Context: an optimization exercise on an open-source flow, tuned for small area. The choices shown serve that exercise and are no tape-out recipe. The RTL was checked by simulation tests, not by an equivalence proof against the original design. Power is estimated from default activity; no workload was simulated.

==> flow/design.v (excerpt) <==
module HitTheMouse(mclk, rst, btn, led, fpgabtn, OutBlue, OutGreen, OutRed, HS, VS, soundwave, bgm);
Settings: LEC_CHECK=0, ABC_AREA=1, CAP_MARGIN=20, CORE_MARGIN=2, CORE_UTILIZATION=60, SLEW_MARGIN=20; clock period 60.0 ns.
run.sh (not shown) runs the stock make flow with config.mk's settings and CLKGATE_MAP_FILE= SYNTH_SCRIPT=/design/flow/synth_recipe.tcl, a recipe that flattens the netlist after the stock synthesis.
The baseline ran to the end with no violations.
Next try:
Settings changed: CORE_UTILIZATION 60 to 70, CTS_BUF_LIST set to sky130_fd_sc_hd__clkbuf_16 sky130_fd_sc_hd__clkbuf_8 sky130_fd_sc_hd__clkbuf_4, CTS_CLUSTER_DIAMETER set to 100, CTS_CLUSTER_SIZE set to 30.
Setup slack is better by 68 ps.
Total power went down by 24%.
Worst hold slack is better by 10 ps.
Die area is lower by 14%.
Routed wire length drops by 2.0%.
Clock-buffer cell count went down by 21.
Via count climbs by 1.6%.

HitTheMouse, a different RTL version from the one above (not shown whole).
export LEC_CHECK = 0
export ABC_AREA = 1
export CAP_MARGIN = 20
export CORE_MARGIN = 2
export CORE_UTILIZATION = 70
export SLEW_MARGIN = 20
create_clock -name core_clock -period 60.0 [get_ports {mclk}]
standard.sh (not shown) runs the stock make flow with config.mk's settings and CLKGATE_MAP_FILE= SYNTH_SCRIPT=/design/flow/synth_recipe.tcl, a recipe that flattens the netlist after the stock synthesis.
==> flow/flow/run.sh <==
#!/bin/bash
# Own layout flow: the standard synthesis; then the logic between its registers is
# mapped again for area (ABC: deepsyn, the area-oriented mapper amap, then stochastic remapping
# of overlapping parts with amap), four times with different random seeds in parallel, keeping
# the smallest; every register stays as the standard synthesis made it; then the standard
# layout steps.
set -euo pipefail
R=orfs/results/${FLOW_PLATFORM}/HitTheMouse/base
bash standard.sh synth > synth.log 2>&1
cp $R/1_2_yosys.v $R/1_2_yosys_standard.v
export REMAP_LIB=${FLOW_HOME}/platforms/${FLOW_PLATFORM}/lib/sky130_fd_sc_hd__tt_025C_1v80.lib
export REMAP_MAPLIB=$PWD/remap.lib
export REMAP_IN=$PWD/$R/1_2_yosys_standard.v
python3 flow/filterlib.py $REMAP_LIB $REMAP_MAPLIB > filterlib.log 2>&1
for s in 1 2 3 4; do
  sed "s/@S@/$s/g" flow/remap.abc > remap_$s.abc
  REMAP_SCRIPT=$PWD/remap_$s.abc REMAP_OUT=$PWD/remap_$s.v \
    ${FLOW_HOME}/../tools/install/yosys/bin/yosys -c flow/remap.tcl > remap_$s.log 2>&1 &
done
wait
best=$(for s in 1 2 3 4; do
  a=$(grep "Chip area for module" remap_$s.log | tail -1 | awk '{print $NF}')
  [ -n "$a" ] && [ -s remap_$s.v ] && echo "$a $s"
done | sort -g | head -1 | awk '{print $2}')
echo "remap areas:" > remap.log
grep -H "Chip area for module" remap_*.log >> remap.log
echo "kept seed $best" >> remap.log
cp remap_$best.v $R/1_2_yosys.v
# ports buffered with the smallest buffer; a clock tree of clkbuf_16 leaves for at most 28 registers
# each (clkbuf_4 above them), without dummy loads
bash standard.sh BUFFER_PORTS_ARGS="-buffer_cell sky130_fd_sc_hd__buf_1" \
  CTS_ARGS="-sink_clustering_enable -repair_clock_nets -sink_clustering_size 28 -sink_clustering_max_diameter 80 -buf_list sky130_fd_sc_hd__clkbuf_4 -sink_clustering_buffer sky130_fd_sc_hd__clkbuf_16 -dont_use_dummy_load" \
  finish > layout.log 2>&1
==> flow/flow/remap.abc <==
strash
&get -n
&deepsyn -T 400 -S @S@
&put
dch
amap
stochmap -N 14 -T 300 -I 1000000 -S @S@ -o "strash; dch; amap"
Other scripts of this flow, unchanged in this note and not shown: flow/flow/filterlib.py, flow/flow/remap.tcl
Rerun with:
--- a/flow/flow/run.sh
+++ b/flow/flow/run.sh
@@ -2,5 +2,5 @@
 # Own layout flow: the standard synthesis; then the logic between its registers is
 # mapped again for area (ABC: deepsyn, the area-oriented mapper amap, then stochastic remapping
-# of overlapping parts with amap), four times with different random seeds in parallel, keeping
+# of overlapping parts with amap), six times with different random seeds in parallel, keeping
 # the smallest; every register stays as the standard synthesis made it; then the standard
 # layout steps.
@@ -13,5 +13,5 @@
 export REMAP_IN=$PWD/$R/1_2_yosys_standard.v
 python3 flow/filterlib.py $REMAP_LIB $REMAP_MAPLIB > filterlib.log 2>&1
-for s in 1 2 3 4; do
+for s in 1 2 3 4 5 6; do
   sed "s/@S@/$s/g" flow/remap.abc > remap_$s.abc
   REMAP_SCRIPT=$PWD/remap_$s.abc REMAP_OUT=$PWD/remap_$s.v \
@@ -19,5 +19,5 @@
 done
 wait
-best=$(for s in 1 2 3 4; do
+best=$(for s in 1 2 3 4 5 6; do
   a=$(grep "Chip area for module" remap_$s.log | tail -1 | awk '{print $NF}')
   [ -n "$a" ] && [ -s remap_$s.v ] && echo "$a $s"
--- a/flow/config.mk
+++ b/flow/config.mk
@@ -10,3 +10,4 @@
 export CORE_MARGIN = 2
 export CORE_UTILIZATION = 70
+export GPL_TIMING_DRIVEN = 0
 export SLEW_MARGIN = 20
After rerunning: The changed run completed with no timing, DRC or antenna violations; design area fell by 0.30%; global-route usage fell by 0.44 points; clock power fell by 6.1%; power fell by 1.9%; clock-buffer cell count fell by 1; die area barely changes; sequential share of layout area rose by 0.13 points; via count fell by 2.4%; routed wire length fell by 4.0%; area after synthesis barely changes.
Rerun with:
--- a/flow/flow/run.sh
+++ b/flow/flow/run.sh
@@ -2,5 +2,5 @@
 # Own layout flow: the standard synthesis; then the logic between its registers is
 # mapped again for area (ABC: deepsyn, the area-oriented mapper amap, then stochastic remapping
-# of overlapping parts with amap), six times with different random seeds in parallel, keeping
+# of overlapping parts with amap), eight times with different random seeds in parallel, keeping
 # the smallest; every register stays as the standard synthesis made it; then the standard
 # layout steps.
@@ -13,5 +13,5 @@
 export REMAP_IN=$PWD/$R/1_2_yosys_standard.v
 python3 flow/filterlib.py $REMAP_LIB $REMAP_MAPLIB > filterlib.log 2>&1
-for s in 1 2 3 4 5 6; do
+for s in 1 2 3 4 5 6 7 8; do
   sed "s/@S@/$s/g" flow/remap.abc > remap_$s.abc
   REMAP_SCRIPT=$PWD/remap_$s.abc REMAP_OUT=$PWD/remap_$s.v \
@@ -19,5 +19,5 @@
 done
 wait
-best=$(for s in 1 2 3 4 5 6; do
+best=$(for s in 1 2 3 4 5 6 7 8; do
   a=$(grep "Chip area for module" remap_$s.log | tail -1 | awk '{print $NF}')
   [ -n "$a" ] && [ -s remap_$s.v ] && echo "$a $s"
==> flow/flow/remap.abc (replaced) <==
strash
&get -n
&deepsyn -T 900 -S @S@
&put
dch
amap
stochmap -N 14 -T 400 -I 1000000 -S @S@ -o "strash; dch; amap"
=>
- The changed run ran to the end with no violations
- setup slack got worse by 0.14 ns
- routed wire length shrinks slightly
- hold slack got worse by 0.073 ns
- die area barely changes

Another version of the RTL of HitTheMouse (not shown whole).
For scale: roughly 1500 cells after synthesis, roughly 29 I/O pins, ~0.011 mm^2 of cells after synthesis.
==> flow/config.mk <==
export PLATFORM = sky130hd
export DESIGN_NAME = HitTheMouse
export DESIGN_NICKNAME = HitTheMouse
export VERILOG_FILES = /design/flow/design.v
export SDC_FILE = /design/flow/constraint.sdc
export NUM_CORES = 8
export LEC_CHECK = 0
export ABC_AREA = 1
export CAP_MARGIN = 20
export CORE_MARGIN = 2
export CORE_UTILIZATION = 70
export SLEW_MARGIN = 20
==> flow/constraint.sdc <==
create_clock -name core_clock -period 60.0 [get_ports {mclk}]
set_input_delay 12.0000 -clock core_clock [delete_from_list [all_inputs] [get_ports {mclk}]]
set_output_delay 12.0000 -clock core_clock [all_outputs]
set_load 0.01 [all_outputs]
==> flow/flow/run.sh <==
#!/bin/bash
# Own layout flow: the standard synthesis; then the logic between its registers is
# mapped again for area (ABC: deepsyn, the area-oriented mapper amap, then stochastic remapping
# of overlapping parts with amap), keeping every
# register as the standard synthesis made it; then the standard layout steps.
set -euo pipefail
R=orfs/results/${FLOW_PLATFORM}/HitTheMouse/base
bash standard.sh synth > synth.log 2>&1
cp $R/1_2_yosys.v $R/1_2_yosys_standard.v
export REMAP_LIB=${FLOW_HOME}/platforms/${FLOW_PLATFORM}/lib/sky130_fd_sc_hd__tt_025C_1v80.lib
export REMAP_MAPLIB=$PWD/remap.lib
export REMAP_SCRIPT=$PWD/flow/remap.abc
export REMAP_IN=$PWD/$R/1_2_yosys_standard.v
export REMAP_OUT=$PWD/$R/1_2_yosys.v
python3 flow/filterlib.py $REMAP_LIB $REMAP_MAPLIB > filterlib.log 2>&1
${FLOW_HOME}/../tools/install/yosys/bin/yosys -c flow/remap.tcl > remap.log 2>&1
# ports buffered with the smallest buffer; a clock tree of clkbuf_16 leaves for at most 25 registers
# each (clkbuf_8 above them), without dummy loads
bash standard.sh BUFFER_PORTS_ARGS="-buffer_cell sky130_fd_sc_hd__buf_1" \
  CTS_ARGS="-sink_clustering_enable -repair_clock_nets -sink_clustering_size 25 -sink_clustering_max_diameter 80 -buf_list sky130_fd_sc_hd__clkbuf_8 -sink_clustering_buffer sky130_fd_sc_hd__clkbuf_16 -dont_use_dummy_load" \
  finish > layout.log 2>&1
Other scripts of this flow, unchanged in this note and not shown: flow/flow/filterlib.py, flow/flow/remap.abc, flow/flow/remap.tcl
The starting point went through all stages and came out clean.
Then changed:
--- a/flow/flow/run.sh
+++ b/flow/flow/run.sh
@@ -16,6 +16,6 @@
 ${FLOW_HOME}/../tools/install/yosys/bin/yosys -c flow/remap.tcl > remap.log 2>&1
-# ports buffered with the smallest buffer; a clock tree of clkbuf_16 leaves for at most 25 registers
-# each (clkbuf_8 above them), without dummy loads
+# ports buffered with the smallest buffer; a clock tree of clkbuf_16 leaves for at most 28 registers
+# each (clkbuf_4 above them), without dummy loads
 bash standard.sh BUFFER_PORTS_ARGS="-buffer_cell sky130_fd_sc_hd__buf_1" \
-  CTS_ARGS="-sink_clustering_enable -repair_clock_nets -sink_clustering_size 25 -sink_clustering_max_diameter 80 -buf_list sky130_fd_sc_hd__clkbuf_8 -sink_clustering_buffer sky130_fd_sc_hd__clkbuf_16 -dont_use_dummy_load" \
+  CTS_ARGS="-sink_clustering_enable -repair_clock_nets -sink_clustering_size 28 -sink_clustering_max_diameter 80 -buf_list sky130_fd_sc_hd__clkbuf_4 -sink_clustering_buffer sky130_fd_sc_hd__clkbuf_16 -dont_use_dummy_load" \
   finish > layout.log 2>&1
Outcome: Routed wire length decreases slightly; clock skew increases by 0.0058 ns; utilization decreases by 0.46 points; synthesized cell count decreases slightly; worst hold slack barely changes.

afterwards: timing with drivers on the ports:
Ports are ideal in the flow. The routed layouts listed here were re-timed in OpenROAD.
Step 1, drivers: a clkbuf_16 drives mclk and a buf_2 each remaining input, both assumed.
Step 2 moves the port delays by t, midway between the first and last clock arrival at a register: inputs arrive t later, outputs are due t later. That takes back most of the time a late clock gives input paths.
Slacks: no drivers / after step 1 / after step 2; pairs: no drivers / after step 1.
run	t (ns)	setup slack, ns	worst hold slack (ns)
the first run of note 1	0.592	43.384 / 43.335 / 43.927	0.326 / 0.326 / 0.326
the second run of note 1	0.522	43.451 / 43.405 / 43.927	0.337 / 0.337 / 0.337
the first run of note 2	0.669	43.379 / 43.340 / 44.009	0.337 / 0.337 / 0.337
the second run of note 2	0.659	43.383 / 43.345 / 44.004	0.336 / 0.336 / 0.336
the third run of note 2	0.665	43.240 / 43.196 / 43.861	0.262 / 0.262 / 0.262
the first run of note 3	0.561	42.607 / 42.569 / 43.130	0.332 / 0.332 / 0.332
the second run of note 3	0.668	42.320 / 42.280 / 42.948	0.329 / 0.329 / 0.329
After both steps setup and hold are still met in every run listed.
